This design comes from an exercise in tuning for small area, a short achievable clock period and few clock cycles per item on the open sky130 flow, not from production work.
At most, simulation tests tie the RTL to the original design; equivalence was not proved.
Function not checked in runs 3 to 6: the RTL went through the layout flow alone.
Power figures rest on the tool's default switching activity, not on a simulated workload.

==> design.v <==
`timescale 1 ns / 100 ps
module register_file (we, wd, regs_flat, clk);
  input clk;
  input [15:0] we;
  input [15:0] wd;
  output [255:0] regs_flat;
  reg [15:0] regs [0:15];
  integer j;
  always @(posedge clk)
    for (j = 0; j < 16; j = j + 1)
      if (we[j]) regs[j] <= wd;
  genvar k;
  generate for (k = 0; k < 16; k = k + 1) begin : g
    assign regs_flat[16*k +: 16] = regs[k];
  end endgenerate
endmodule
module addk (x, add1, add4, sub3, y);
  input [15:0] x;
  input add1, add4, sub3;
  output [15:0] y;
  wire a01 = x[1] & x[0];
  wire lo = add1 | sub3;             
  assign y[0] = x[0] ^ lo;
  assign y[1] = x[1] ^ (lo & x[0]);
  wire up = (add1 & a01) | add4;     
  wire dn = sub3 & ~a01;             
  genvar i;
  generate for (i = 2; i < 16; i = i + 1) begin : g
    wire p, z;
    if (i == 2) begin
      assign p = 1'b1; assign z = 1'b1;
    end else begin
      assign p = &x[i-1:2];
      assign z = ~|x[i-1:2];
    end
    assign y[i] = x[i] ^ ((up & p) | (dn & z));
  end endgenerate
endmodule
`timescale 1 ns / 100 ps
module ee457_lab7_P3 (CLK,RSTB,IMEM_ADDR,IMEM_DATA,WB_WRITE,WB_RA,WB_RD);
input CLK,RSTB;
output [5:0] IMEM_ADDR;
input [31:0] IMEM_DATA;
output reg WB_WRITE;
output reg [3:0] WB_RA;
output reg [15:0] WB_RD;
reg [15:0] wb_we;
wire [255:0] regs_flat;
register_file RF (.we(wb_we), .wd(WB_RD), .regs_flat(regs_flat), .clk(CLK));
function [15:0] init_val(input integer k);
  init_val = (k == 15) ? 16'hffff : (k == 14) ? 16'hfff8 : (16'h0001 << k);
endfunction
reg [5:0] pc;
assign IMEM_ADDR = pc;
always @(posedge CLK, negedge RSTB)
  if (!RSTB) pc <= 6'd0;
  else pc <= pc + 6'd1;
reg id_v, ex_v;
reg [3:0] id_rd, ex_rd;
wire [3:0] if_rx = IMEM_DATA[3:0];
wire [15:0] if_sel = 16'h0001 << if_rx;
reg [15:0] written;
wire [15:0] ex_dec = ex_v ? (16'h0001 << ex_rd) : 16'h0000;
always @(posedge CLK, negedge RSTB)
  if (!RSTB) written <= 16'h0000;
  else written <= written | ex_dec;
wire if_hz  = id_v && id_rd == if_rx;             
wire if_byp = ex_v && ex_rd == if_rx && !if_hz;   
wire if_use = written[if_rx];
wire if_rf  = !if_hz && !if_byp;
reg id_add1, id_add4, id_sub3;
reg id_hz, id_byp, id_init;
reg [15:0] id_sel;    
reg [3:0] id_rx;
always @(posedge CLK, negedge RSTB)
  if (!RSTB) id_v <= 1'b0;
  else id_v <= |IMEM_DATA[31:28];
always @(posedge CLK) begin
  id_add1 <= IMEM_DATA[28];
  id_add4 <= IMEM_DATA[29];
  id_sub3 <= IMEM_DATA[30];
  id_rd   <= IMEM_DATA[7:4];
  id_rx   <= if_rx;
  id_hz   <= if_hz;
  id_byp  <= if_byp;
  id_init <= if_rf && !if_use;
  id_sel  <= if_sel & written & {16{if_rf}};
end
reg [15:0] rd_val;
integer k;
always @* begin
  rd_val = 16'h0000;
  for (k = 0; k < 16; k = k + 1)
    rd_val = rd_val | ({16{id_sel[k]}} & regs_flat[16*k +: 16]);
end
wire [15:0] ex_y;
wire [15:0] id_x = ({16{id_hz}} & ex_y) | ({16{id_byp}} & WB_RD) | rd_val
                 | ({16{id_init}} & init_val(id_rx));
reg ex_add1, ex_add4, ex_sub3;
reg [15:0] ex_a;
always @(posedge CLK, negedge RSTB)
  if (!RSTB) ex_v <= 1'b0;
  else ex_v <= id_v;
always @(posedge CLK) begin
  ex_a    <= id_x;
  ex_add1 <= id_add1; ex_add4 <= id_add4; ex_sub3 <= id_sub3;
  ex_rd   <= id_rd;
end
addk AK (.x(ex_a), .add1(ex_add1), .add4(ex_add4), .sub3(ex_sub3), .y(ex_y));
always @(posedge CLK, negedge RSTB)
  if (!RSTB) WB_WRITE <= 1'b0;
  else WB_WRITE <= ex_v;
always @(posedge CLK) begin
  WB_RD <= ex_y;
  WB_RA <= ex_rd;
  wb_we <= ex_dec;    
end
endmodule
==> run.sh <==
#!/bin/bash
# synth_recipe.tcl (not shown) runs the flow's synth.tcl, then flattens the netlist and writes it again
# the make line also repeats each setting of config.mk as NAME=value (left out here)
make -C /OpenROAD-flow-scripts/flow DESIGN_CONFIG=/design/flow/config.mk WORK_HOME=/design/flow/orfs CLKGATE_MAP_FILE= SYNTH_SCRIPT=/design/flow/synth_recipe.tcl finish
==> config.mk <==
export PLATFORM = sky130hd
export DESIGN_NAME = ee457_lab7_P3
export DESIGN_NICKNAME = ee457_lab7_P3
export VERILOG_FILES = /design/flow/design.v
export SDC_FILE = /design/flow/constraint.sdc
export NUM_CORES = 4
export LEC_CHECK = 0
export ABC_CLOCK_PERIOD_IN_PS = 1000
export CAP_MARGIN = 20
export CORE_MARGIN = 2
export CORE_UTILIZATION = 65
export SETUP_SLACK_MARGIN = 1.4
export SLEW_MARGIN = 20
==> constraint.sdc <==
create_clock -name core_clock -period 3.0 [get_ports {CLK}]
set_input_delay 0.6000 -clock core_clock [delete_from_list [all_inputs] [get_ports {CLK}]]
set_output_delay 0.6000 -clock core_clock [all_outputs]
set_load 0.01 [all_outputs]
==> impl.org, run 1 <==
** Floorplan
- Number of top-level pins :: 61
- Y dimension of the die :: 146 µm
- The die is 146 µm wide.
- The initial utilization of the core area, before any placement, comes to 66.8%.
- The total area inside the core boundary comes to 19600 µm².
- Row generation in the floorplan step produced 51 rows.
- Die area :: 21300 µm²

** Routing
- Using the TritonRoute via totals, the vias-per-cell ratio works out to 6.83.
- Dividing the detail-routed wire length by the instance count gives 29.9 µm.
- The pre-antenna-repair detailed-routing pass consisted of 7 iterations.
- Iteration-0 DRC count of the detailed router :: 997
- After detailed routing, the number of remaining DRC violations is 0.
- Once detail routing completed, the nets flagged for antenna violations numbered 0.
- Total number of vias :: 8008
- Drt total wl :: 35.1 mm

** Cells and area
- Register area :: 10200 µm²
- The multi-input combinational cells in the finished layout cover a total of 3030 µm².
- The number of antenna diodes in the final layout is 0.
- Fill cell count :: 1091
- Core occupancy in the finished layout :: 79.8%
- Synth-to-Final Area Change :: 19.4%
- Of the cells placed in the final design, the portion with a size suffix greater than 1 is 28.9%.
- The net count of the finished layout is 917.
- Post-Layout Inst Area :: 15600 µm²

** Placement
- Placed Area :: 13800 µm²
- Buffers on Ports :: 40
- HPWL after detailed placement :: 18.6 mm
- Routability-driven placement finished with a final weighted congestion of 0.900.

** Clock tree
- The H-tree was split into 2 levels.
- TritonCTS built the clock tree.
- Clock insertion delay at the later pin of the skew report :: 520 ps
- The number of hold buffers added after CTS was 0.
- The tree is rooted in a sky130_fd_sc_hd__clkbuf_16.
- After clock tree synthesis, the clock-pin slew on the worst setup and hold paths is 60 ps.
- Num CTS Buffers :: 36
- CTS saw 370 sinks.
- In this run the deepest clock path goes through 3 buffers.

** Logic synthesis
- Gate count of the mapped netlist :: 794
- Synthesis inferred 370 register bits.
- In the synthesized netlist the dominant register cell turns out to be sky130_fd_sc_hd__edfxtp_1.
- The synthesized design devotes to its leading area cell type 58.7% of total area.
- Of the synthesized area, sequential elements account for 77.1%.
- The average instance in the mapped netlist occupies 16.5 µm².
- In the post-synthesis netlist, the biggest area contributors are sky130_fd_sc_hd__edfxtp_1 59%, sky130_fd_sc_hd__dfxtp_1 14%, sky130_fd_sc_hd__dfrtp_1 4.8%.
- Cell with the most instances after synthesis :: sky130_fd_sc_hd__edfxtp_1
- Counting flops with a built-in enable in the synthesized netlist gives 256.
- Most instantiated cells after synthesis :: 256 x sky130_fd_sc_hd__edfxtp_1, 89 x sky130_fd_sc_hd__dfxtp_1, 69 x sky130_fd_sc_hd__a22oi_1
- Number of warnings printed during yosys synthesis :: 3
- After synthesis the cells add up to 13100 µm².
- Largest area contributor in the netlist :: sky130_fd_sc_hd__edfxtp_1
- The netlist uses 54 different library cells.
- The number of nets in the synthesized netlist is 830.
- Counting flops with an async set or reset pin after synthesis yields a share of 6.76%.

** Hold path
- WHS Path Cells :: 0
- Min-Delay Path Class :: reg2reg

** Global routing
- For this run, global-route usage on met3 was measured as 5.67%.
- Summed over all layers, the global routing overflow is 0.
- met2 is the most crowded layer.
- For this run, global-route usage on met2 was measured as 53.7%.
- In the global route stage, met1 resource usage came out at 46.6%.
- Antenna violations before repair :: 0
- Via count of the first global-routing pass :: 7984
- Wire length of the first global-routing pass :: 50.8 mm
- Largest net degree at the start of global routing :: 26
- GR Util All Layers :: 33.0%

** Critical path
- Data arrives at the worst endpoint at 2300 ps.
- STA puts the critical path data required time at 3410 ps.
- On the critical path, the stage with the largest delay is an instance of sky130_fd_sc_hd__or4_4.
- Type of the worst setup path :: reg2reg
- The largest single stage delay on the critical path is 530 ps.
- The worst setup path is captured at a flip-flop.
- Worst-path fanout max :: 4
- The worst setup path is launched from a flip-flop.
- Counting cells, the worst reg-to-reg path comes to 6.
- Traced cell by cell, the critical path runs through buf_4 -> or4_4 -> nor4_4 -> a22oi_2 -> xnor2_2 -> a211o_1.

** Status
- The run finished with no timing, DRC or antenna violations.

** Timing
- At the pin with the least slew margin, the transition time is 1100 ps.
- Peak clock frequency supported by timing :: 529 MHz
- Period utilisation layout :: 63.0%
- Number of hold violations in the final report :: 0
- Relative slew slack :: 26.3%
- Setup violations remaining at the end of the flow were counted as 0.
- The final number of max-transition violations is 0.
- Setup skew after layout :: 14.5 ps
- Final hold analysis gives a worst-case slack of 330 ps.
- Setup tns final :: 0 ps
- Setup repair after global routing could not meet its margin everywhere.
- After layout, the minimum clock period comes to 1890 ps.

** Power
- Clock share of power :: 35.8%
- Power density relative to cell area :: 810 nW/µm²
- Combinational share of power :: 12.0%
- P_leak :: 5.48 nW
- Share of power burned in registers :: 52.2%
- Internal power comes to 9.58 mW.
- Net switching power :: 3.08 mW
- Net switching is 24.3% of the power.
- Worst IR Drop VDD :: 742 µV

** Flow run
- Max-cap viol count :: 0
-- layout by cell type, fill, tap and decap left out, drive strengths merged, types with 17 or more instances in the layout --
cell type,count
edfxtp,256
buf,90
dfxtp,89
a22oi,69
clkbuf,48
nand4,31
dfrtp,25
a22o,23
nor2,23
a221oi,23
and3,20
or2,19
nand3,17
-- cell type report --
cell class / count / share of cell area, %
Clock buffer: 47 / 6.29
Clock inverter: 18 / 1.27
Inverter: 6 / 0.144
Multi-Input combinational cell: 367 / 19.4
Sequential cell: 370 / 65.4
Tap cell: 265 / 2.12
Timing Repair Buffer: 100 / 5.45
-- flip-flops by register name, summed over array words and instances, names as in the netlist --
signal,cells
RF.regs,256
WB_RD,16
ex_a,16
id_sel,16
wb_we,16
written,16
pc,6
WB_RA,4
ex_rd,4
id_rd,4
id_rx,4
WB_WRITE,1
ex_add1,1
ex_add4,1
ex_sub3,1
ex_v,1
id_add1,1
id_add4,1
id_byp,1
id_hz,1
id_init,1
id_sub3,1
id_v,1
-- through the flow --
step	std cells	worst slack [ps]	total power, mW
3_5_place_dp	1065	293	7.71
3_3_place_gp	1065	388	7.65
6_report	1173	1110	12.7
2_1_floorplan	794	1170	7.18
4_1_cts	1164	1090	12.4
5_1_grt	1173	1040	13.0
-- final timing paths --
| kind | startpoint | slack [ps] | end |
|---|---|---|---|
| hold / removal | id_add1$_DFF_P_ | 330 | ex_add1$_DFF_P_ |
| min in group asynchronous | RSTB | 450 | written[2]$_DFF_PN0_ |
| max in group asynchronous | RSTB | 2290 | pc[4]$_DFF_PN0_ |
| setup reg to reg | ex_a[5]$_DFF_P_ | 1110 | ex_a[13]$_DFF_P_ |
| hold reg to reg | id_add1$_DFF_P_ | 330 | ex_add1$_DFF_P_ |
| setup / recovery | ex_a[5]$_DFF_P_ | 1110 | ex_a[13]$_DFF_P_ |
-- timing repair --
action	in CTS	in global routing
resized for setup	201	58
endpoints found under the hold margin	0	0
pin swaps	15	27
endpoints found under the setup margin	72	64
setup buffers	34	9
-- kinds of logic after synthesis --
group,after synthesis,share of synthesized area [%]
AO/OA/AOI/OAI,169,10.4
XOR/XNOR,26,1.85
adder cells (fa/ha/maj),2,0.191
buffers and inverters,57,2.03
flip-flops,370,77.1
multiplexers,7,1.01
AND/OR/NAND/NOR,163,7.38
-- per-layer routing --
layer  vias to the layer above  part of all wire (%)
met5                         -                     0
li1                       3359                     -
met1                      4042                    37
met4                         0                   2.7
met2                       527                    49
met3                        80                    11
-- power groups by stage --
stage / Clock, mW / Sequential (mW) / Combinational [mW]
global placement: 0 / 6.82 / 0.829
finish: 4.53 / 6.61 / 1.52
detailed placement: 0 / 6.86 / 0.852
floorplan: 0 / 6.68 / 0.501
CTS: 4.51 / 6.58 / 1.36
global route: 4.74 / 6.64 / 1.61
-- critical path, delay by kind of cell, from the launching register on --
kind / cells / cell delay, ps
buf+inv: 1 / 150
simple gates: 2 / 730
flops: 1 / 340
xor+xnor: 1 / 180
compound gates: 2 / 380
Testbench counts, summed over its fixed seeds: cycles 12,384, instrs 11,636.
==> inputs of run 2 (changes only) <==
--- a/config.mk
+++ b/config.mk
@@ -7,3 +7,3 @@
 export LEC_CHECK = 0
-export ABC_CLOCK_PERIOD_IN_PS = 1000
+export ABC_CLOCK_PERIOD_IN_PS = 1500
 export CAP_MARGIN = 20
@@ -11,2 +11,4 @@
 export CORE_UTILIZATION = 65
+export CTS_CLUSTER_DIAMETER = 80
+export CTS_CLUSTER_SIZE = 25
 export SETUP_SLACK_MARGIN = 1.4
==> impl.org, run 2 <==
** Clock tree
- Root buffer selected by CTS :: sky130_fd_sc_hd__clkbuf_16
- For the worst-skew pair, the clock arrives at the later sink with an insertion delay of 520 ps.
- Clock tree synthesis inserted a total of 18 buffers.
- Sinks on the clock net :: 370
- TritonCTS built the clock tree.
- H-Tree Depth :: 1
- Clock input transition at the sequential cells of the worst setup and hold paths :: 100 ps
- In this run the deepest clock path goes through 3 buffers.

** Routing
- In this run, the number of DRC markers left after iteration 0 of detailed routing was 994.
- After detailed routing, the average wire length per cell comes to 29.8 µm.
- The pre-antenna-repair detailed-routing pass consisted of 5 iterations.
- The final route contains 7889 vias.
- For this run, design rule violations remaining after detail routing come to 0.
- The detail route stage leaves a number of antenna-violating nets equal to 0.
- After detailed routing, the number of vias per cell comes to 6.89.
- Summed over all layers, the routed wires come to 34.1 mm.

** Cells and area
- Synth-to-Final Area Change :: 14.8%
- Top library cells by usage in the layout, fill and taps aside :: 256 x sky130_fd_sc_hd__edfxtp_1, 67 x sky130_fd_sc_hd__a22oi_1, 51 x sky130_fd_sc_hd__buf_4
- 0 antenna diodes ended up in the layout.
- Of the cells placed in the final design, the portion with a size suffix greater than 1 is 26.4%.
- The register with the most flip-flops in the layout has 256 of them.
- For this run, the post-layout net count is 904.
- RF.regs holds more flip-flops than any other register.
- Leading cell type in the layout, fill and taps excluded :: sky130_fd_sc_hd__edfxtp_1

** Floorplan
- Number of top-level pins :: 61
- The floorplan step defined a die boundary enclosing 21300 µm².
- Row Count :: 51
- Measured along the y axis, the die boundary spans 146 µm.
- The floorplan step set the die width to 146 µm.
- Core Footprint :: 19600 µm²
- Initial cell density of the core :: 66.8%

** Hold path
- Worst Hold Launch :: id_add1$_DFF_P_
- WHS Path Cells :: 0
- In this run the worst hold path is classified as reg2reg.

** Global routing
- The first global-routing pass estimated 49.6 mm of wire.
- The total overflow left after global routing is 0.
- The number of global-route vias before repair is 7744.
- Entering global routing, the biggest net connects 27 pins.
- Global routing used 32.0% of the available tracks across all layers.
- The initial antenna violation count is 0.

** Timing
- The hold violation total from the final report came to 0.
- Unrepaired setup endpoints after global routing :: yes
- Between clock sinks in the finished design, the worst skew comes to 20.4 ps.
- Max-slew violations :: 0
- Worst hold margin :: 334 ps
- Setup tns final :: 0 ps
- Minimum setup slack in the final design :: 1100 ps
- Period utilisation layout :: 63.3%
- Least-Margin Pin Slew :: 1110 ps
- Timing would allow up to 526 MHz.
- Relative slew slack :: 26.0%
- Final count of negative-setup-slack endpoints :: 0
- Minimum clock period :: 1900 ps

** Logic synthesis
- Cell with the most instances after synthesis :: sky130_fd_sc_hd__edfxtp_1
- Post-synth design cell area :: 13100 µm²
- Number of warnings printed during yosys synthesis :: 3
- Of all flip-flops after synthesis, the portion carrying an async set or reset was 6.76%.
- Most instantiated cells after synthesis :: 256 x sky130_fd_sc_hd__edfxtp_1, 89 x sky130_fd_sc_hd__dfxtp_1, 69 x sky130_fd_sc_hd__a22oi_1
- In the synthesized netlist the dominant register cell turns out to be sky130_fd_sc_hd__edfxtp_1.
- A synthesized cell averages 16.5 µm².
- After synthesis the netlist holds a flip-flop and latch count of 370.
- sky130_fd_sc_hd__edfxtp_1 takes more of the synthesized area than any other cell.
- Ranking of synthesized cells by area :: sky130_fd_sc_hd__edfxtp_1 59%, sky130_fd_sc_hd__dfxtp_1 14%, sky130_fd_sc_hd__dfrtp_1 4.8%
- Counting distinct cell types in the post-synthesis netlist gives 54.
- The cell count after synthesis came out at 794.
- Counting every net in the synthesized netlist gives 830.
- In this run the biggest area consumer among cell types represents 58.7% of the synthesized area.
- Sequential cells were found to cover 77.1% of the synthesized design area.
- Counting flops with a built-in enable in the synthesized netlist gives 256.

** Power
- Across the VDD grid, the largest voltage drop is 507 µV.
- For this design the static power due to leakage is 5.17 nW.
- Power density relative to cell area :: 721 nW/µm²

** Critical path
- STA classifies the critical path startpoint as a flip-flop.
- Counting cells, the worst reg-to-reg path comes to 7.
- The worst setup path is captured at a flip-flop.
- Register-to-register path setup slack :: 1100 ps
- The startpoint identified for the worst register-to-register timing path is ex_a[6]$_DFF_P_.
- Crit path arrival time :: 2350 ps
- The most critical setup path has its endpoint at ex_a[14]$_DFF_P_.
- The endpoint identified for the worst register-to-register timing path is ex_a[14]$_DFF_P_.
- For the worst setup path, the data required time is 3450 ps.
- Type of the worst setup path :: reg2reg
- Source of the critical timing path :: ex_a[6]$_DFF_P_
- Of all nets on the critical path, the largest fanout is 3.

** Placement
- Port buffering added 40 buffers.
- Weighted congestion reported at the end of routability-driven placement :: 0.900
- Post-placement worst setup slack :: 293 ps
- HPWL after detailed placement :: 18.6 mm

** Flow run
- Across the run, the number of max-cap violations was 0.

** Status
- The run finished with no timing, DRC or antenna violations.
## run 2: per-layer routing
layer	part of all wire [%]	up-vias	GRT usage, %
met1	37	3952	45.8
met4	3.4	0	9.75
met5	0	-	0
li1	-	3320	-
met3	11	84	4.42
met2	48	533	52.1
## run 2: how the worst min path moves through the flow
stage,endpoint,slack [ps]
global route,id_rx[0]$_DFF_P_,330
floorplan,WB_WRITE$_DFF_PN0_,300
global placement,ex_add1$_DFF_P_,320
finish,ex_add1$_DFF_P_,330
CTS,id_rx[0]$_DFF_P_,330
detailed placement,ex_sub3$_DFF_P_,320
## run 2: layout make-up
type	instances	area (µm²)
flip-flops and latches	370	10200
fillers	1182	4560
multi-input cells	367	3030
repair buffers	105	897
clock buffers	31	520
well taps	265	332
inverters	6	22.5
clock inverters	1	7.51
## run 2: cell families (layout without fill, tap and decap cells)
family                   count (synthesis)  count (layout)  synth area share [%]
AO/OA/AOI/OAI                          169             169                  10.4
XOR/XNOR                                26              26                  1.85
adder cells (fa/ha/maj)                  2               2                 0.191
buffers and inverters                   57             143                  2.03
flip-flops                             370             370                  77.1
multiplexers                             7               7                  1.01
AND/OR/NAND/NOR                        163             163                  7.38
## run 2: through the flow
step | util [%] | power (mW) | cells | cell area (µm²)
after CTS | 76.0 | 10.8 | 1140 | 14900
final | 76.7 | 10.8 | 1145 | 15000
after floorplan | - | 7.18 | 794 | 13200
after global placement | 70.4 | 7.65 | 1065 | 13800
after detailed placement | 70.4 | 7.71 | 1065 | 13800
after global routing | 76.7 | 11.2 | 1145 | 15000
## run 2: critical path, cell delays in order, from the launching register on
cell	delay, ps
sky130_fd_sc_hd__dfxtp_2	340
sky130_fd_sc_hd__buf_4	140
sky130_fd_sc_hd__or4_4	550
sky130_fd_sc_hd__nor4_4	190
sky130_fd_sc_hd__buf_4	160
sky130_fd_sc_hd__nand3b_1	90
sky130_fd_sc_hd__a211o_1	300
sky130_fd_sc_hd__o211ai_1	80
## run 2: report_power, final
| group | switching [mW] | internal (mW) |
|---|---|---|
| sequential | 0.376 | 6.22 |
| combinational | 0.846 | 0.709 |
| clock | 1.49 | 1.20 |
| total | 2.71 | 8.13 |
## run 2: what timing repair did
item                                    CTS  global route
pin swaps                                24            14
endpoints found under the setup margin   72            63
hold buffers                              0             0
setup buffers                            43             5
resized for setup                       222            41
==> inputs of run 3 (changes only) <==
--- a/design.v
+++ b/design.v
@@ -16,24 +16,2 @@
 endmodule
-module addk (x, add1, add4, sub3, y);
-  input [15:0] x;
-  input add1, add4, sub3;
-  output [15:0] y;
-  wire a01 = x[1] & x[0];
-  wire lo = add1 | sub3;             
-  assign y[0] = x[0] ^ lo;
-  assign y[1] = x[1] ^ (lo & x[0]);
-  wire up = (add1 & a01) | add4;     
-  wire dn = sub3 & ~a01;             
-  genvar i;
-  generate for (i = 2; i < 16; i = i + 1) begin : g
-    wire p, z;
-    if (i == 2) begin
-      assign p = 1'b1; assign z = 1'b1;
-    end else begin
-      assign p = &x[i-1:2];
-      assign z = ~|x[i-1:2];
-    end
-    assign y[i] = x[i] ^ ((up & p) | (dn & z));
-  end endgenerate
-endmodule
 `timescale 1 ns / 100 ps
@@ -52,2 +30,8 @@
 endfunction
+function [4:0] kval(input [3:0] op);
+  kval = op[2] ? 5'b11101 :    
+         op[1] ? 5'b00100 :    
+         op[0] ? 5'b00001 :    
+                 5'b00000;     
+endfunction
 reg [5:0] pc;
@@ -59,4 +43,9 @@
 reg [3:0] id_rd, ex_rd;
-wire [3:0] if_rx = IMEM_DATA[3:0];
-wire [15:0] if_sel = 16'h0001 << if_rx;
+reg [2:0] id_op;       
+reg id_hz;             
+reg id_wb, id_b;       
+reg id_init;           
+reg [15:0] id_sel;     
+reg [3:0] id_rx;
+reg [4:0] id_c;
 reg [15:0] written;
@@ -66,10 +55,8 @@
   else written <= written | ex_dec;
+wire [3:0] if_rx = IMEM_DATA[3:0];
+wire [15:0] if_sel = 16'h0001 << if_rx;
 wire if_hz  = id_v && id_rd == if_rx;             
 wire if_byp = ex_v && ex_rd == if_rx && !if_hz;   
-wire if_use = written[if_rx];
 wire if_rf  = !if_hz && !if_byp;
-reg id_add1, id_add4, id_sub3;
-reg id_hz, id_byp, id_init;
-reg [15:0] id_sel;    
-reg [3:0] id_rx;
+wire [4:0] if_c = kval(IMEM_DATA[31:28]) + (if_hz ? kval({1'b0, id_op}) : 5'd0);
 always @(posedge CLK, negedge RSTB)
@@ -78,5 +65,3 @@
 always @(posedge CLK) begin
-  id_add1 <= IMEM_DATA[28];
-  id_add4 <= IMEM_DATA[29];
-  id_sub3 <= IMEM_DATA[30];
+  id_op   <= IMEM_DATA[30:28];
   id_rd   <= IMEM_DATA[7:4];
@@ -84,5 +69,7 @@
   id_hz   <= if_hz;
-  id_byp  <= if_byp;
-  id_init <= if_rf && !if_use;
+  id_wb   <= (if_hz && id_hz) || if_byp;
+  id_b    <= if_hz && !id_hz;
+  id_init <= if_rf && !written[if_rx];
   id_sel  <= if_sel & written & {16{if_rf}};
+  id_c    <= if_c;
 end
@@ -95,7 +82,6 @@
 end
-wire [15:0] ex_y;
-wire [15:0] id_x = ({16{id_hz}} & ex_y) | ({16{id_byp}} & WB_RD) | rd_val
+reg [15:0] ex_b;
+reg [4:0] ex_c;
+wire [15:0] id_x = ({16{id_wb}} & WB_RD) | ({16{id_b}} & ex_b) | rd_val
                  | ({16{id_init}} & init_val(id_rx));
-reg ex_add1, ex_add4, ex_sub3;
-reg [15:0] ex_a;
 always @(posedge CLK, negedge RSTB)
@@ -104,7 +90,7 @@
 always @(posedge CLK) begin
-  ex_a    <= id_x;
-  ex_add1 <= id_add1; ex_add4 <= id_add4; ex_sub3 <= id_sub3;
-  ex_rd   <= id_rd;
+  ex_b  <= id_x;
+  ex_c  <= id_c;
+  ex_rd <= id_rd;
 end
-addk AK (.x(ex_a), .add1(ex_add1), .add4(ex_add4), .sub3(ex_sub3), .y(ex_y));
+wire [15:0] ex_y = ex_b + {{11{ex_c[4]}}, ex_c};
 always @(posedge CLK, negedge RSTB)
--- a/config.mk
+++ b/config.mk
@@ -10,5 +10,3 @@
 export CORE_MARGIN = 2
-export CORE_UTILIZATION = 65
-export CTS_CLUSTER_DIAMETER = 80
-export CTS_CLUSTER_SIZE = 25
+export CORE_UTILIZATION = 40
 export SETUP_SLACK_MARGIN = 1.4
==> impl.org, run 3 <==
** Timing
- Final count of negative-setup-slack endpoints :: 0
- Max-slew violations :: 0
- Worst hold margin :: 326 ps
- Between clock sinks in the finished design, the worst skew comes to 16.5 ps.
- Period utilisation layout :: 74.3%
- The hold violation total from the final report was 0.
- Setup repair after global routing could not meet its margin everywhere.
- Based on the critical path, the design can be clocked at up to 449 MHz.
- Minimum setup slack in the final design :: 771 ps
- For the pin with the worst max-slew slack, the measured transition is 648 ps.
- Relative slew slack :: 56.8%
- For the finished layout, the period the worst path requires is 2230 ps.
- Setup tns final :: 0 ps

** Logic synthesis
- Simple-gate share of the synthesized area :: 6.98%
- The biggest area contributor in the post-synthesis netlist is sky130_fd_sc_hd__edfxtp_1.
- Synthesized netlist net count :: 920
- EDFF count, synth :: 256
- Area share of fa/ha/maj cells after synthesis :: 2.10%
- Main flop type after synthesis :: sky130_fd_sc_hd__edfxtp_1
- Compound-Gate Fraction of Synth Area :: 11.6%
- Sorting the synthesized cells by area gives the leading types as sky130_fd_sc_hd__edfxtp_1 56%, sky130_fd_sc_hd__dfxtp_1 14%, sky130_fd_sc_hd__a22oi_1 5.9%.
- Yosys reg bits :: 378
- Multiplexer cells account for 0.901% of the synthesized area.
- Gate count of the mapped netlist :: 865
- Counting flops with an async set or reset pin after synthesis yields a share of 6.61%.
- Summing the areas of all xor and xnor instances in the mapped netlist gives 1.29% of the synthesized area.
- Fraction of synthesized cell area taken by the top area cell type :: 56.5%
- In this run the cell area of the synthesized design comes to 13600 µm².
- Main combinational cell family by area after synthesis :: compound AO/OA/AOI/OAI gates
- Number of distinct library cell variants in the gate-level netlist after synthesis :: 57
- Mean area per synthesized cell :: 15.7 µm²
- In the synthesized netlist, the cells that appear most often are 256 x sky130_fd_sc_hd__edfxtp_1, 107 x sky130_fd_sc_hd__a22oi_1, 97 x sky130_fd_sc_hd__dfxtp_1.
- Among all cell types in the netlist, the one instantiated most often is sky130_fd_sc_hd__edfxtp_1.
- Sequential elements use 75.3% of the synthesized area.
- Yosys printed 3 warnings.

** Critical path
- Crit path arrival time :: 2650 ps
- The cell that appears most often on the critical path is sky130_fd_sc_hd__and3_4.
- The worst setup path is launched from a flip-flop.
- For flop-to-flop paths, the worst setup slack is 770 ps.
- In this design, the stage delay of the slowest critical-path cell is 480 ps.
- In this run the worst path has a maximum fanout of 8.
- Traced cell by cell, the critical path runs through buf_6 -> ha_4 -> and3_4 -> a211o_1 -> o22ai_2 -> a21oi_2 -> or4_1 -> and3_4.
- Source of the critical timing path :: ex_c[4]$_DFF_P_
- The worst register-to-register path ends at WB_RD[15]$_DFF_P_.
- At the worst endpoint, the required time is 3420 ps.
- For this design, the slowest cell found on the critical path is sky130_fd_sc_hd__dfxtp_4.
- Reg-to-reg startpoint :: ex_c[4]$_DFF_P_
- The number of cells on the worst reg-to-reg path is 8.
- STA classifies the critical path endpoint as a flip-flop.
- The setup path with the least slack is of type reg2reg.

** Clock tree
- The tree built by TritonCTS fans out to 378 sinks.
- TritonCTS built the clock tree.
- Clock insertion delay at the later pin of the skew report :: 530 ps
- The cell sitting at the root of the clock tree is a sky130_fd_sc_hd__clkbuf_16.
- In this run the deepest clock path goes through 3 buffers.
- Num CTS Buffers :: 39
- H-Tree Depth :: 2
- After clock tree synthesis, the clock-pin slew on the worst setup and hold paths is 60 ps.
- After clock tree synthesis, the flow added hold-fix buffers numbering 0.

** Floorplan
- Chip Width :: 188 µm
- Y dimension of the die :: 188 µm
- Number of top-level pins :: 61
- Die area :: 35500 µm²
- The initial utilization of the core area, before any placement, comes to 40.6%.
- After floorplanning, the core was divided into 67 placement rows.
- Core Footprint :: 33500 µm²

** Placement
- HPWL after detailed placement :: 20.5 mm
- The congestion estimate from routability-driven global placement came to 0.797.
- The count of buffers added on input and output ports is 40.
- After detailed placement, the design holds a cell count of 1344.
- Placed Area :: 14800 µm²
- Before CTS, the worst setup slack after placement is 256 ps.

** Power
- Across the VDD grid, the largest voltage drop is 422 µV.
- Overall power of the completed layout :: 13.8 mW
- Dividing total power by cell area gives a power density of 830 nW/µm².
- The analysis attributes to cell leakage a power of 5.79 nW.

** Cells and area
- Core occupancy in the finished layout :: 49.6%
- Leaving out fill and tap cells, the most frequent cell in the layout is sky130_fd_sc_hd__edfxtp_1.
- Proportion of layout cells with a drive suffix above 1 :: 28.1%
- Layout Nets :: 1029
- For this run, the number of standard cells in the final layout without fillers is 1453.
- Max FFs per register :: 256
- In the layout the commonest cells are 256 x sky130_fd_sc_hd__edfxtp_1, 107 x sky130_fd_sc_hd__a22oi_1, 64 x sky130_fd_sc_hd__buf_4.
- Register with the most flip-flops :: RF.regs
- Relative to the synthesized area, the layout overhead comes to 22.3%.
- 0 antenna diodes ended up in the layout.
- The finished cells cover 16600 µm².

** Hold path
- WHS Path Cells :: 0
- Worst Hold Launch :: id_c[0]$_DFF_P_
- The worst hold path terminates at ex_c[0]$_DFF_P_.
- The worst hold path belongs to the class reg2reg.

** Routing
- Met1 WL :: 15.3 mm
- Antenna Nets Post-Route :: 0
- Total number of vias :: 8254
- DR DRC count :: 0
- Summed over all layers, the routed wires come to 37.2 mm.
- 1st-pass router iterations :: 5
- Wirelength per Cell :: 25.6 µm
- Highest layer used for signal routing :: met4
- Dividing the detail-routed via count by the number of cells gives 5.68.
- The routed design uses 17.4 mm of met2 wire.
- The routed design uses 3.44 mm of met3 wire.
- Iteration-0 DRC count of the detailed router :: 890

** Flow run
- Max-cap viol count :: 0

** Global routing
- Wire length of the first global-routing pass :: 54.1 mm
- GR Util All Layers :: 20.9%
- The initial antenna violation count was 0.
- Summed over all layers, the global routing overflow is 0.
- Largest net degree at the start of global routing :: 26
- The number of global-route vias before repair is 8106.

** Status
- Status :: timing/DRC/antenna clean
-- run 3: cell types whose count changed in the layout (fill, tap and decap cells not counted), sizes merged, moves of 9 or more --
| cell | previous run | this run |
|---|---|---|
| clkinv | 0 | 9 |
| a222oi | 15 | 0 |
| a211o | 14 | 2 |
| nand3 | 17 | 26 |
| ha | 2 | 18 |
| buf | 95 | 105 |
| a22oi | 69 | 107 |
| nand4 | 31 | 19 |
| inv | 6 | 19 |
| clkbuf | 32 | 59 |
-- run 3: power breakdown --
| part | internal [mW] | total [mW] | leakage (nW) | switching [mW] |
|---|---|---|---|---|
| Combinational | 1.05 | 2.29 | 1.81 | 1.24 |
| Clock | 2.65 | 4.62 | 0.589 | 1.96 |
| Sequential | 6.54 | 6.90 | 3.39 | 0.363 |
| Total | 10.2 | 13.8 | 5.79 | 3.57 |
-- run 3: kinds of logic after synthesis --
kind of cell               count (synthesis)
AOI/OAI and AO/OA                        205
adders and majority gates                 21
xor gates and xnor gates                  20
muxes                                      6
DFF                                      378
buffers and inverters                     66
and+or+nand+nor                          169
-- run 3: how the worst max path moves through the flow --
| stage | endpoint | slack (ps) | depth (start not counted) |
|---|---|---|---|
| CTS | WB_RD[15]$_DFF_P_ | 770 | 8 |
| global route | WB_RD[15]$_DFF_P_ | 700 | 8 |
| finish | WB_RD[15]$_DFF_P_ | 770 | 8 |
| floorplan | id_c[3]$_DFF_P_ | 760 | 9 |
| detailed placement | id_c[3]$_DFF_P_ | 260 | 9 |
| global placement | id_c[3]$_DFF_P_ | 280 | 9 |
-- run 3: layout make-up --
cell class	instances	area (µm²)
multi-input combinational	421	3410
sequential	378	10400
timing repair buffer	116	1000
fill	2843	16900
clock buffer	59	1100
tap	448	561
clock inverter	13	128
inverter	18	75.1
-- run 3: worst max-delay path: cells and delay by family, from the launching register on --
family	cells	cell delay (ps)
adders and majority gates	1	200
DFF	1	480
and+or+nand+nor	3	820
AOI/OAI and AO/OA	3	470
buffers and inverters	1	140
-- run 3: per-layer routing --
layer  global-route usage, %  vias to the layer above
li1                        -                     3626
met1                    29.1                     4151
met2                    33.6                      404
met3                    3.99                       73
met4                    6.10                        0
met5                       0                        -
-- run 3: timing repair --
action | 4_1_cts | 5_1_grt
hold endpoints to repair | 0 | 0
setup buffers | 28 | 9
gates resized for setup | 199 | 43
pin swaps | 8 | 7
setup endpoints to repair | 76 | 66
==> inputs of run 4 (changes only) <==
--- a/config.mk
+++ b/config.mk
@@ -11,2 +11,4 @@
 export CORE_UTILIZATION = 40
+export CTS_CLUSTER_DIAMETER = 80
+export CTS_CLUSTER_SIZE = 25
 export SETUP_SLACK_MARGIN = 1.4
==> impl.org, run 4 <==
** Power
- The analysis attributes to net switching a power of 3.29 mW.
- Clock share of power :: 24.9%
- Combinational logic is responsible for 19.5% of the overall power.
- Cell internal power was estimated by the tool at 9.10 mW.
- Share of power burned in registers :: 55.6%
- Switch share :: 26.5%
- Dividing total power by cell area gives a power density of 765 nW/µm².
- For this design the static power due to leakage is 5.55 nW.
- Overall power of the completed layout :: 12.4 mW
- Worst IR Drop VDD :: 499 µV

** Placement
- Summing all placed instances gives a cell area of 14800 µm².
- HPWL after detailed placement :: 20.5 mm
- Buffers on Ports :: 40
- Routability-driven placement finished with a final weighted congestion of 0.797.

** Critical path
- In this design, the critical path's most frequently occurring cell is sky130_fd_sc_hd__buf_6.
- Crit path arrival time :: 2610 ps
- Traced cell by cell, the critical path runs through ha_4 -> o21a_1 -> o21ai_2 -> buf_4 -> buf_6 -> buf_6 -> a31oi_4 -> a31o_4 -> o31a_1 -> xor2_2.
- Register-to-register path setup slack :: 810 ps
- Among all stages on the critical path, the largest delay is contributed by sky130_fd_sc_hd__dfxtp_4.
- Worst endpoint required time :: 3410 ps
- Number of buffers and inverters on the critical path :: 3
- Highest cell delay on the worst timing path :: 490 ps
- STA classifies the critical path startpoint as a flip-flop.
- Critical Path Sink Type :: flip-flop
- Among cell families on the critical path, the largest total delay comes from compound AO/OA/AOI/OAI gates.
- Along the worst path, the maximum fanout reaches 8.
- Type of the worst setup path :: reg2reg

** Logic synthesis
- The biggest area contributor in the post-synthesis netlist is sky130_fd_sc_hd__edfxtp_1.
- In the synthesized netlist the dominant register cell turns out to be sky130_fd_sc_hd__edfxtp_1.
- Counting flops with an async set or reset pin after synthesis yields a share of 6.61%.
- After synthesis, the largest area contributor takes up 56.5% of total cell area.
- Gate count of the mapped netlist :: 865
- Most instantiated cells after synthesis :: 256 x sky130_fd_sc_hd__edfxtp_1, 107 x sky130_fd_sc_hd__a22oi_1, 97 x sky130_fd_sc_hd__dfxtp_1
- Cell with the most instances after synthesis :: sky130_fd_sc_hd__edfxtp_1
- Synthesized netlist net count :: 920
- During synthesis, Yosys emitted a total of 3 warnings.
- EDFF count, synth :: 256
- The average instance in the mapped netlist occupies 15.7 µm².
- Ranking of synthesized cells by area :: sky130_fd_sc_hd__edfxtp_1 56%, sky130_fd_sc_hd__dfxtp_1 14%, sky130_fd_sc_hd__a22oi_1 5.9%
- Sequential share of the synthesized area :: 75.3%
- Post-synth design cell area :: 13600 µm²
- After synthesis the netlist holds a flip-flop and latch count of 378.
- Number of distinct library cell variants in the gate-level netlist after synthesis :: 57

** Routing
- 1st-pass router iterations :: 5
- In the routed layout, each cell is associated on average with a via count of 5.70.
- Antenna Nets Post-Route :: 0
- After detailed routing, the total wire length is 36.8 mm.
- Wirelength per Cell :: 25.8 µm
- Iteration-0 DRC count of the detailed router :: 929
- Total number of vias :: 8115
- In the routed design, unresolved DRC markers number 0.

** Global routing
- GR Util All Layers :: 20.6%
- For this run the aggregate overflow at the end of global routing stands at 0.
- Met1 track demand over resource in global routing :: 28.9%
- After global routing, the most crowded layer is met2.
- Antenna violations before repair :: 0
- Wire length of the first global-routing pass :: 53.3 mm
- Via count of the first global-routing pass :: 7907
- Entering global routing, the biggest net connects 27 pins.
- Global routing used 33.3% of the available met2 tracks.
- Met3 usage in global routing :: 3.67%

** Hold path
- The tightest min-delay check is of the reg2reg type.

** Flow run
- Max-cap viol count :: 0

** Cells and area
- Leading cell type in the layout, fill and taps excluded :: sky130_fd_sc_hd__edfxtp_1
- Synth-to-Final Area Change :: 18.9%
- Layout Nets :: 1017
- The finished cells cover 16200 µm².
- Of the cells placed in the final design, the portion with a size suffix greater than 1 is 27.7%.
- 0 antenna diodes ended up in the layout.
- Leaving out fill and tap cells, the most frequent cells in the layout are 256 x sky130_fd_sc_hd__edfxtp_1, 107 x sky130_fd_sc_hd__a22oi_1, 68 x sky130_fd_sc_hd__buf_4.
- Max FFs per register :: 256
- Register with the most flip-flops :: RF.regs
- Fill cells in the final layout number 2878.

** Clock tree
- TritonCTS built the clock tree.
- CTS placed an instance of sky130_fd_sc_hd__clkbuf_16 at the clock tree root.
- Clock input transition at the sequential cells of the worst setup and hold paths :: 90 ps
- Sinks on the clock net :: 378
- For the worst-skew pair, the clock arrives at the later sink with an insertion delay of 530 ps.
- Num CTS Buffers :: 20
- CTS built an H-tree with a depth of 1.
- In this run the deepest clock path goes through 3 buffers.

** Timing
- Max-slew violations :: 0
- Counting I/O delays and the setup requirement, the final critical path takes 2190 ps.
- After layout, the worst path uses 73.1% of the clock period.
- Number of hold violations in the final report :: 0
- Setup tns final :: 0 ps
- Peak clock frequency supported by timing :: 456 MHz
- Final count of negative-setup-slack endpoints :: 0
- Setup skew after layout :: 17.2 ps
- In this run the tightest slew margin relative to its limit is 43.9%.
- For the pin with the worst max-slew slack, the measured transition is 840 ps.
- Setup repair after global routing could not meet its margin everywhere.

** Floorplan
- Pin placement for this block handled 61 I/O pins.
- Y dimension of the die :: 188 µm
- After floorplanning, the core was divided into 67 placement rows.
- Die area :: 35500 µm²
- In this run the standard cell core region covers 33500 µm².
- Chip Width :: 188 µm
- Initial cell density of the core :: 40.6%

** Status
- Status :: timing/DRC/antenna clean
run 4: cell count changes in the layout (fill, tap and decap cells not counted), moves of 3 or more:
| cell | previous run | this run |
|---|---|---|
| sky130_fd_sc_hd__buf_6 | 32 | 35 |
| sky130_fd_sc_hd__clkbuf_16 | 40 | 21 |
| sky130_fd_sc_hd__clkinv_1 | 4 | 0 |
| sky130_fd_sc_hd__clkbuf_8 | 3 | 0 |
| sky130_fd_sc_hd__clkbuf_1 | 16 | 10 |
| sky130_fd_sc_hd__dfxtp_2 | 28 | 33 |
| sky130_fd_sc_hd__buf_4 | 64 | 68 |
| sky130_fd_sc_hd__clkinv_2 | 3 | 0 |
| sky130_fd_sc_hd__dfxtp_1 | 49 | 44 |
run 4: logic make-up (layout without fill, tap and decap cells):
logic type / count (synthesis) / after routing / share of synthesized area (%)
flops: 378 / 378 / 75.3
xor+xnor: 20 / 20 / 1.29
compound gates: 205 / 205 / 11.6
mux: 6 / 6 / 0.901
fa+ha+maj: 21 / 21 / 2.10
simple gates: 169 / 169 / 6.98
buf+inv: 66 / 177 / 1.86
run 4: path summary, 6_finish.rpt:
| path | startpoint | to | cells after the start |
|---|---|---|---|
| max in group asynchronous | RSTB | pc[0]$_DFF_PN0_ | 2 |
| min reg2reg | id_c[0]$_DFF_P_ | ex_c[0]$_DFF_P_ | 0 |
| max reg2reg | ex_c[4]$_DFF_P_ | WB_RD[14]$_DFF_P_ | 10 |
| min | id_c[0]$_DFF_P_ | ex_c[0]$_DFF_P_ | 0 |
| min in group asynchronous | RSTB | WB_WRITE$_DFF_PN0_ | 2 |
| max | ex_c[4]$_DFF_P_ | WB_RD[14]$_DFF_P_ | 10 |
run 4: area by class of cell:
type / instances / area (µm²) / share of cell area (%)
inverters: 18 / 75.1 / 0.464
multi-input cells: 421 / 3470 / 21.4
repair buffers: 123 / 1070 / 6.59
clock inverters: 5 / 82.6 / 0.510
clock buffers: 31 / 563 / 3.48
well taps: 448 / 561 / 3.46
flip-flops and latches: 378 / 10400 / 64.1
run 4: per-layer routing:
metal | vias up | share of wire (%)
li1 | 3582 | -
met1 | 4089 | 41
met2 | 376 | 47
met3 | 68 | 8.6
met4 | 0 | 2.5
met5 | - | 0
run 4: what timing repair did:
| action | CTS | global route |
|---|---|---|
| endpoints found under the hold margin | 0 | 0 |
| endpoints found under the setup margin | 76 | 64 |
| pin swaps | 20 | 11 |
| hold buffers | 0 | 0 |
| gates resized for setup | 212 | 46 |
| buffers inserted | 34 | 10 |
run 4: worst reg2reg max path, cell delays in order, from the launching register on:
cell and delay, ps:
sky130_fd_sc_hd__dfxtp_4 490, sky130_fd_sc_hd__ha_4 250, sky130_fd_sc_hd__o21a_1 180, sky130_fd_sc_hd__o21ai_2 140, sky130_fd_sc_hd__buf_4 130, sky130_fd_sc_hd__buf_6 80, sky130_fd_sc_hd__buf_6 80, sky130_fd_sc_hd__a31oi_4 40
sky130_fd_sc_hd__a31o_4 270, sky130_fd_sc_hd__o31a_1 260, sky130_fd_sc_hd__xor2_2 150
run 4: power by group through the flow:
stage	clock, mW	sequential (mW)	combinational, mW
2_1_floorplan	0	7.09	0.815
3_3_place_gp	0	7.08	1.70
3_5_place_dp	0	7.09	1.74
4_1_cts	3.14	6.93	2.24
5_1_grt	3.32	6.94	2.63
6_report	3.08	6.89	2.41
run 4: through the flow:
| step | std cells | util, % | setup WS (ps) | hold slack [ps] |
|---|---|---|---|---|
| floorplan | 865 | - | 765 | 304 |
| global placement | 1344 | 44.3 | 280 | 313 |
| detailed placement | 1344 | 44.3 | 256 | 312 |
| CTS | 1414 | 47.6 | 763 | 331 |
| global route | 1424 | 48.3 | 699 | 348 |
| finish | 1424 | 48.3 | 807 | 331 |
==> inputs of run 5 (changes only) <==
--- a/design.v
+++ b/design.v
@@ -14,2 +14,22 @@
     assign regs_flat[16*k +: 16] = regs[k];
+  end endgenerate
+endmodule
+module addc (x, c, y);
+  input [15:0] x;
+  input [4:0] c;
+  output [15:0] y;
+  wire [4:0] lo = {1'b0, x[3:0]} + {1'b0, c[3:0]};
+  wire up = lo[4] & ~c[4];
+  wire dn = ~lo[4] & c[4];
+  assign y[3:0] = lo[3:0];
+  genvar i;
+  generate for (i = 4; i < 16; i = i + 1) begin : g
+    wire p, z;
+    if (i == 4) begin
+      assign p = 1'b1; assign z = 1'b1;
+    end else begin
+      assign p = &x[i-1:4];
+      assign z = ~|x[i-1:4];
+    end
+    assign y[i] = x[i] ^ ((up & p) | (dn & z));
   end endgenerate
@@ -60,3 +80,5 @@
 wire if_rf  = !if_hz && !if_byp;
-wire [4:0] if_c = kval(IMEM_DATA[31:28]) + (if_hz ? kval({1'b0, id_op}) : 5'd0);
+wire [4:0] if_c0 = kval(IMEM_DATA[31:28]);
+wire [4:0] if_c1 = kval(IMEM_DATA[31:28]) + kval({1'b0, id_op});
+wire [4:0] if_c = if_hz ? if_c1 : if_c0;
 always @(posedge CLK, negedge RSTB)
@@ -94,3 +116,4 @@
 end
-wire [15:0] ex_y = ex_b + {{11{ex_c[4]}}, ex_c};
+wire [15:0] ex_y;
+addc AC (.x(ex_b), .c(ex_c), .y(ex_y));
 always @(posedge CLK, negedge RSTB)
==> impl.org, run 5 <==
** Logic synthesis
- Main flop type after synthesis :: sky130_fd_sc_hd__edfxtp_1
- Summing the sequential cell areas from Yosys gives 76.2% of the chip area.
- Yosys printed 3 warnings.
- Gate count of the mapped netlist :: 849
- In this run the mean area of a mapped cell was 15.9 µm².
- Synthesized netlist net count :: 895
- Ranking of synthesized cells by area :: sky130_fd_sc_hd__edfxtp_1 57%, sky130_fd_sc_hd__dfxtp_1 14%, sky130_fd_sc_hd__a22oi_1 5.4%
- Most instantiated cells after synthesis :: 256 x sky130_fd_sc_hd__edfxtp_1, 97 x sky130_fd_sc_hd__a22oi_1, 97 x sky130_fd_sc_hd__dfxtp_1
- Yosys reg bits :: 378
- The share of synthesized area in the top cell type comes to 57.1%.
- Largest area contributor in the netlist :: sky130_fd_sc_hd__edfxtp_1
- The synthesized design contains 256 enable-type register cells.
- Number of distinct library cell variants in the gate-level netlist after synthesis :: 47
- Of all flip-flops after synthesis, the portion carrying an async set or reset was 6.61%.
- In the post-synthesis netlist, the cell with the most instances is sky130_fd_sc_hd__edfxtp_1.
- The cell area that synthesis handed to floorplanning was 13500 µm².

** Power
- P_leak :: 5.26 nW
- Power density relative to cell area :: 706 nW/µm²
- The worst-case IR drop observed on VDD is 346 µV.
- Per report_power, the combinational group accounts for 14.1% of the total.
- The clock network accounts for 25.5% of the total power.
- Net switching power :: 2.80 mW
- Int Power :: 8.23 mW
- Sequential cells account for 60.5% of the total power.
- Net switching is 25.4% of the power.

** Critical path
- STA classifies the critical path endpoint as a flip-flop.
- Worst-path fanout max :: 3
- STA classifies the critical path startpoint as a flip-flop.
- Type of the worst setup path :: reg2reg
- R2r worst-path depth :: 13
- Worst endpoint required time :: 3420 ps
- Crit path arrival time :: 2860 ps

** Hold path
- WHS Path Cells :: 0
- Min-Delay Path Class :: reg2reg

** Timing
- The final number of max-transition violations is 0.
- The smallest clock period supported by the final layout is computed as 2440 ps.
- Relative slew slack :: 57.9%
- At the pin with the least slew margin, the transition time is 631 ps.
- Setup tns final :: 0 ps
- Minimum setup slack in the final design :: 564 ps
- Number of hold violations in the final report :: 0
- Peak clock frequency supported by timing :: 410 MHz
- After layout, the worst path uses 81.2% of the clock period.
- The clock arrives with 23.2 ps of skew.
- Setup violations remaining at the end of the flow were counted as 0.
- Unrepaired setup endpoints after global routing :: yes

** Placement
- In this run the cell area measured after placement is 14500 µm².
- Post-placement worst setup slack :: 504 ps
- Buffers on Ports :: 40
- At the end of routability-driven placement, the weighted congestion stood at 0.802.
- Detailed placement finished with a half-perimeter wire length of 19.6 mm.

** Global routing
- The first global-routing pass estimated 51.5 mm of wire.
- For this run, global-route usage on met1 was measured as 28.7%.
- Largest net degree at the start of global routing :: 27
- met2 is the most crowded layer.
- Summed over all layers, the global routing overflow is 0.
- The number of global-route vias before repair came to 7637.
- For this run, global-route usage on met3 was measured as 2.87%.
- Global routing used 20.0% of the available tracks.
- Met2 layer usage reported by global route :: 32.0%
- Antenna violations before repair :: 1

** Clock tree
- For this design, the CTS-stage hold fixing added 0 buffers.
- No sink is reached through more buffers than the 3 on the longest clock path.
- Sinks on the clock net :: 378
- The later pin in the worst-skew pair is clocked with a latency of 530 ps.
- In this run, CTS created clock tree buffers numbering 19.
- H-Tree Depth :: 1
- Root buffer selected by CTS :: sky130_fd_sc_hd__clkbuf_16
- Clock input transition at the sequential cells of the worst setup and hold paths :: 100 ps
- Clock tree from TritonCTS :: done

** Floorplan
- After floorplanning, the core was divided into 67 placement rows.
- The floorplan step defined a die boundary enclosing 35100 µm².
- The die is 187 µm tall.
- The core region is 33400 µm².
- Chip Width :: 187 µm
- 61 I/O pins were placed.
- Initial cell density of the core :: 40.3%

** Flow run
- Max-cap viol count :: 0

** Cells and area
- Proportion of layout cells with a drive suffix above 1 :: 21.7%
- The repair_antennas step left the layout with diodes totalling 0.
- More flip-flops sit in one register than any other, and that register is RF.regs.
- The register with the most flip-flops in the layout has 256 of them.
- Leading cell type in the layout, fill and taps excluded :: sky130_fd_sc_hd__edfxtp_1
- Synth-to-Final Area Change :: 16.1%
- The finished cells cover 15600 µm².
- Layout Nets :: 987
- The library cells used most frequently in the layout, excluding fill and tap cells, are 256 x sky130_fd_sc_hd__edfxtp_1, 97 x sky130_fd_sc_hd__a22oi_1, 73 x sky130_fd_sc_hd__buf_4.

** Routing
- Wirelength per Cell :: 25.4 µm
- In the routed layout, each cell is associated on average with a via count of 5.67.
- Iteration-0 DRC count of the detailed router :: 819
- Summed over all layers, the routed wires come to 35.5 mm.
- DR DRC count :: 0
- Once detail routing completed, the nets flagged for antenna violations numbered 0.
- Summing over every cut layer, the via total after detailed routing is 7943.
- 1st-pass router iterations :: 5

** Status
- Status :: timing/DRC/antenna clean
==> run 5: repair_timing <==
| item | in CTS | in global routing |
|---|---|---|
| setup buffers | 29 | 17 |
| pin swaps | 7 | 6 |
| setup endpoints to repair | 79 | 49 |
| resized for setup | 193 | 23 |
==> run 5: layer usage <==
metal	wire, µm	share of wire [%]
met1	15300	43
met2	16600	47
met3	2730	7.7
met4	910	2.6
met5	0	0
==> run 5: area by class of cell <==
| type | count | area, µm² |
|---|---|---|
| multi-input cells | 404 | 3070 |
| fillers | 2957 | 17700 |
| clock inverters | 3 | 30.0 |
| clock buffers | 29 | 513 |
| flip-flops and latches | 378 | 10400 |
| inverters | 13 | 48.8 |
| well taps | 448 | 561 |
| repair buffers | 125 | 1060 |
==> run 5: power groups by stage <==
stage	clock [mW]	sequential (mW)	combinational, mW
global route	3.03	6.71	1.67
detailed placement	0	6.84	1.14
floorplan	0	6.83	0.459
CTS	2.86	6.68	1.48
finish	2.81	6.67	1.55
global placement	0	6.83	1.11
==> run 5: path summary, 6_finish.rpt <==
kind | startpoint | end | slack, ps
max | ex_b[0]$_DFF_P_ | WB_RD[14]$_DFF_P_ | 560
min | id_c[4]$_DFF_P_ | ex_c[4]$_DFF_P_ | 330
max reg2reg | ex_b[0]$_DFF_P_ | WB_RD[14]$_DFF_P_ | 560
min reg2reg | id_c[4]$_DFF_P_ | ex_c[4]$_DFF_P_ | 330
max in group asynchronous | RSTB | written[13]$_DFF_PN0_ | 2310
min in group asynchronous | RSTB | pc[0]$_DFF_PN0_ | 430
==> run 5: critical path: stages (launching register included) <==
cell	delay (ps)
sky130_fd_sc_hd__dfxtp_2	350
sky130_fd_sc_hd__ha_4	160
sky130_fd_sc_hd__inv_2	50
sky130_fd_sc_hd__fa_2	190
sky130_fd_sc_hd__nor2b_1	50
sky130_fd_sc_hd__o21ai_1	120
sky130_fd_sc_hd__nand2b_1	120
sky130_fd_sc_hd__inv_1	80
sky130_fd_sc_hd__ha_2	170
sky130_fd_sc_hd__or4b_4	500
sky130_fd_sc_hd__buf_4	170
sky130_fd_sc_hd__nor4_4	180
sky130_fd_sc_hd__a21oi_2	70
sky130_fd_sc_hd__xnor2_1	130
==> run 5: kinds of logic (layout without fill, tap and decap cells) <==
logic type / count (synthesis) / after routing / synth area share, %
xor+xnor: 26 / 26 / 1.69
flops: 378 / 378 / 76.2
simple gates: 183 / 183 / 7.70
fa+ha+maj: 12 / 12 / 1.28
compound gates: 170 / 170 / 9.76
mux: 13 / 13 / 1.38
buf+inv: 67 / 170 / 1.99
==> run 5: through the flow <==
stage | instances | hold slack [ps] | power [mW] | utilization [%]
after floorplan | 849 | 304 | 7.29 | -
after global placement | 1322 | 311 | 7.94 | 43.6
after detailed placement | 1322 | 312 | 7.98 | 43.6
after CTS | 1383 | 321 | 11.0 | 46.3
after global routing | 1400 | 343 | 11.4 | 46.8
final | 1400 | 335 | 11.0 | 46.8
==> inputs of run 6 (changes only) <==
--- a/config.mk
+++ b/config.mk
@@ -7,3 +7,3 @@
 export LEC_CHECK = 0
-export ABC_CLOCK_PERIOD_IN_PS = 1500
+export ABC_CLOCK_PERIOD_IN_PS = 1200
 export CAP_MARGIN = 20
@@ -13,3 +13,3 @@
 export CTS_CLUSTER_SIZE = 25
-export SETUP_SLACK_MARGIN = 1.4
+export SETUP_SLACK_MARGIN = 1.5
 export SLEW_MARGIN = 20
==> impl.org, run 6 <==
** Floorplan
- The floorplan step set the die width to 187 µm.
- Row generation in the floorplan step produced 67 rows.
- For this configuration, the core starts out at a cell density of 40.3%.
- After floorplanning, the core was sized to cover 33400 µm².
- Number of top-level pins :: 61
- The die is 187 µm tall.
- The die covers 35100 µm².

** Logic synthesis
- The commonest cells after synthesis are 256 x sky130_fd_sc_hd__edfxtp_1, 97 x sky130_fd_sc_hd__a22oi_1, 97 x sky130_fd_sc_hd__dfxtp_1.
- Number of distinct library cell variants in the gate-level netlist after synthesis :: 47
- Yosys reg bits :: 378
- Yosys printed 3 warnings.
- The synthesized design spends more area on one cell type than any other, namely sky130_fd_sc_hd__edfxtp_1.
- The average instance in the mapped netlist occupies 15.9 µm².
- Cell with the most instances after synthesis :: sky130_fd_sc_hd__edfxtp_1
- After synthesis, the cell types taking the most area are sky130_fd_sc_hd__edfxtp_1 57%, sky130_fd_sc_hd__dfxtp_1 14%, sky130_fd_sc_hd__a22oi_1 5.4%.
- In the synthesized netlist the dominant register cell turns out to be sky130_fd_sc_hd__edfxtp_1.
- Fraction of synthesized cell area taken by the top area cell type :: 57.1%
- Sequential share of the synthesized area :: 76.2%
- Async S/R FF share, synth :: 6.61%
- Gate count of the mapped netlist :: 849
- Counting flops with a built-in enable in the synthesized netlist gives 256.
- The mapped netlist covers 13500 µm².
- Synthesized netlist net count :: 895

** Clock tree
- Clock insertion delay at the later pin of the skew report :: 520 ps
- TritonCTS built the clock tree.
- CTS placed an instance of sky130_fd_sc_hd__clkbuf_16 at the clock tree root.
- H-Tree Depth :: 1
- Maximum clock insertion buffer count :: 3
- Sinks on the clock net :: 378
- Clock input transition at the sequential cells of the worst setup and hold paths :: 90 ps
- Num CTS Buffers :: 19

** Timing
- Number of hold violations in the final report :: 0
- Minimum clock period :: 2570 ps
- Least-Margin Pin Slew :: 621 ps
- Setup violations remaining at the end of the flow were counted as 0.
- The clock arrives with 18.8 ps of skew.
- Unrepaired setup endpoints after global routing :: yes
- After routing, the total negative slack on setup checks comes to 0 ps.
- The final number of max-transition violations was 0.
- After layout, the worst path uses 85.5% of the clock period.
- For this run, the top clock speed supported by timing is 390 MHz.
- Headroom to the max-slew limit came out at 58.6%.

** Critical path
- In this run the worst path has a maximum fanout of 3.
- Kind of start point of the critical path :: flip-flop
- The critical path in this run is classified as reg2reg.
- Reg-to-reg startpoint :: ex_b[0]$_DFF_P_
- Worst endpoint required time :: 3410 ps
- The worst setup path is captured at a flip-flop.
- The endpoint identified for the worst register-to-register timing path is WB_RD[12]$_DFF_P_.
- R2r worst-path depth :: 12
- Source of the critical timing path :: ex_b[0]$_DFF_P_
- Crit path arrival time :: 2970 ps
- Register-to-register path setup slack :: 430 ps

** Routing
- Wirelength per Cell :: 25.4 µm
- In this run, the number of DRC markers left after iteration 0 of detailed routing was 824.
- Wires add up to 36.4 mm.
- Dividing the detail-routed via count by the number of cells gives 5.77.
- In the routed design, unresolved DRC markers number 0.
- 1st-pass router iterations :: 5
- Antenna Nets Post-Route :: 0
- The routed layout has 8263 vias.

** Hold path
- Worst Hold Launch :: IMEM_DATA[30]
- Endpoint with the worst hold slack :: id_op[2]$_DFF_P_
- The min-delay analysis places its worst path in the category in2reg.
- WHS Path Cells :: 1

** Cells and area
- From synthesis to final layout, the design area changed by 18.8%.
- Summing all non-filler instances in the final layout gives an area of 16000 µm².
- The register with the most flip-flops in the layout has 256 of them.
- Layout Nets :: 1019
- Number of antenna diodes :: 0
- Fill cell count :: 2950
- Leading cell type in the layout, fill and taps excluded :: sky130_fd_sc_hd__edfxtp_1
- Cells with a size suffix above 1 make up 26.0% of the layout.
- More flip-flops sit in one register than any other, and that register is RF.regs.
- Top library cells by usage in the layout, fill and taps aside :: 256 x sky130_fd_sc_hd__edfxtp_1, 98 x sky130_fd_sc_hd__buf_4, 95 x sky130_fd_sc_hd__a22oi_1
- Core occupancy in the finished layout :: 47.9%

** Global routing
- Global-route congestion overflow total :: 0
- For this run, the total global-route usage over all layers was measured as 20.3%.
- Largest net degree at the start of global routing :: 27
- The number of global-route vias before repair came to 7815.
- Wire length of the first global-routing pass :: 52.3 mm
- Antenna violations before repair :: 0

** Power
- P_leak :: 5.46 nW
- Overall power of the completed layout :: 11.1 mW
- Worst IR Drop VDD :: 363 µV
- Power density relative to cell area :: 696 nW/µm²

** Status
- The run finished with no timing, DRC or antenna violations.

** Placement
- The placed instances occupy a cell area of 14500 µm².
- The congestion estimate from routability-driven global placement came to 0.773.
- During placement, the flow inserted port buffers numbering 40.
- The HPWL after detailed placement is 19.5 mm.

** Flow run
- Max-cap viol count :: 0
## run 6: cell type report
cell class / instances / area [µm²] / share of cell area [%]
Inverter: 13 / 48.8 / 0.305
Sequential cell: 378 / 10400 / 64.9
Clock buffer: 29 / 523 / 3.27
Clock inverter: 4 / 43.8 / 0.274
Tap cell: 448 / 561 / 3.51
Multi-Input combinational cell: 404 / 3120 / 19.5
Timing Repair Buffer: 157 / 1320 / 8.27
## run 6: per-stage QoR
stage	instances	setup WS, ps	hold WS [ps]
floorplan	849	833	304
global placement	1323	508	312
detailed placement	1323	471	314
CTS	1407	551	333
global route	1433	357	260
finish	1433	434	263
## run 6: how the worst max path moves through the flow
stage	end	slack, ps
global placement	id_sel[15]$_DFF_P_	510
floorplan	WB_RD[15]$_DFF_P_	830
finish	WB_RD[12]$_DFF_P_	430
CTS	WB_RD[15]$_DFF_P_	550
detailed placement	id_b$_DFF_P_	470
global route	WB_RD[12]$_DFF_P_	360
## run 6: layer usage
metal  routed length, µm  global-route usage, %
met2               17000                   32.7
met1               15200                   28.6
met3                3270                   3.73
met4                 951                   5.18
met5                   0                      0
## run 6: logic make-up after synthesis
logic type / after synthesis / share of synthesized area, %
DFF: 378 / 76.2
and+or+nand+nor: 183 / 7.70
AOI/OAI and AO/OA: 170 / 9.76
buffers and inverters: 67 / 1.99
xor gates and xnor gates: 26 / 1.69
muxes: 13 / 1.38
adders and majority gates: 12 / 1.28
## run 6: repair_timing
action	4_1_cts	5_1_grt
pin swaps	7	21
setup buffers	49	25
endpoints found under the hold margin	0	0
setup endpoints to repair	80	66
gates cloned	2	1
hold buffers	0	0
resized for setup	213	42
## run 6: worst max-delay path, stage by stage, from the launching register on
cell	delay, ps
sky130_fd_sc_hd__dfxtp_2	350
sky130_fd_sc_hd__ha_4	160
sky130_fd_sc_hd__inv_2	50
sky130_fd_sc_hd__fa_2	190
sky130_fd_sc_hd__nor2b_1	50
sky130_fd_sc_hd__o21ai_1	130
sky130_fd_sc_hd__nand2b_1	130
sky130_fd_sc_hd__inv_1	80
sky130_fd_sc_hd__ha_2	170
sky130_fd_sc_hd__or4b_4	520
sky130_fd_sc_hd__nor3_4	200
sky130_fd_sc_hd__mux2i_1	140
sky130_fd_sc_hd__xnor2_1	280
## run 6: where the power goes
group / switching (mW) / internal (mW)
logic: 0.886 / 0.713
registers: 0.333 / 6.33
clock network: 1.59 / 1.28

[afterwards: timing with drivers on the ports]
No port has a modelled driver above. Below, the same layouts with a new extraction and two added sets of constraints. Step 1, drivers: a clkbuf_16 drives CLK and a buf_2 each remaining input, both assumed. Step 2 moves the port delays by t, midway between the first and last clock arrival at a register: inputs arrive t later, outputs are due t later. That takes back most of the time a late clock gives input paths. a / b / c = ideal ports / drivers / drivers and shift; a / b = the first two.
run	t, ns	setup WS [ns]	pins driven straight from the clock port
run 1	0.559	1.111 / 1.111 / 0.930	1
run 2	0.552	1.100 / 1.100 / 0.964	1
run 3	0.575	0.771 / 0.771 / 0.626	1
run 4	0.570	0.807 / 0.807 / 0.634	1
run 5	0.570	0.564 / 0.564 / 0.564	1
run 6	0.566	0.434 / 0.434 / 0.434	1
After both steps setup and hold are still met in every run listed. For run 1, which loses most, drivers alone change the setup slack by 0.000 ns; drivers and shift together by -0.181 ns.
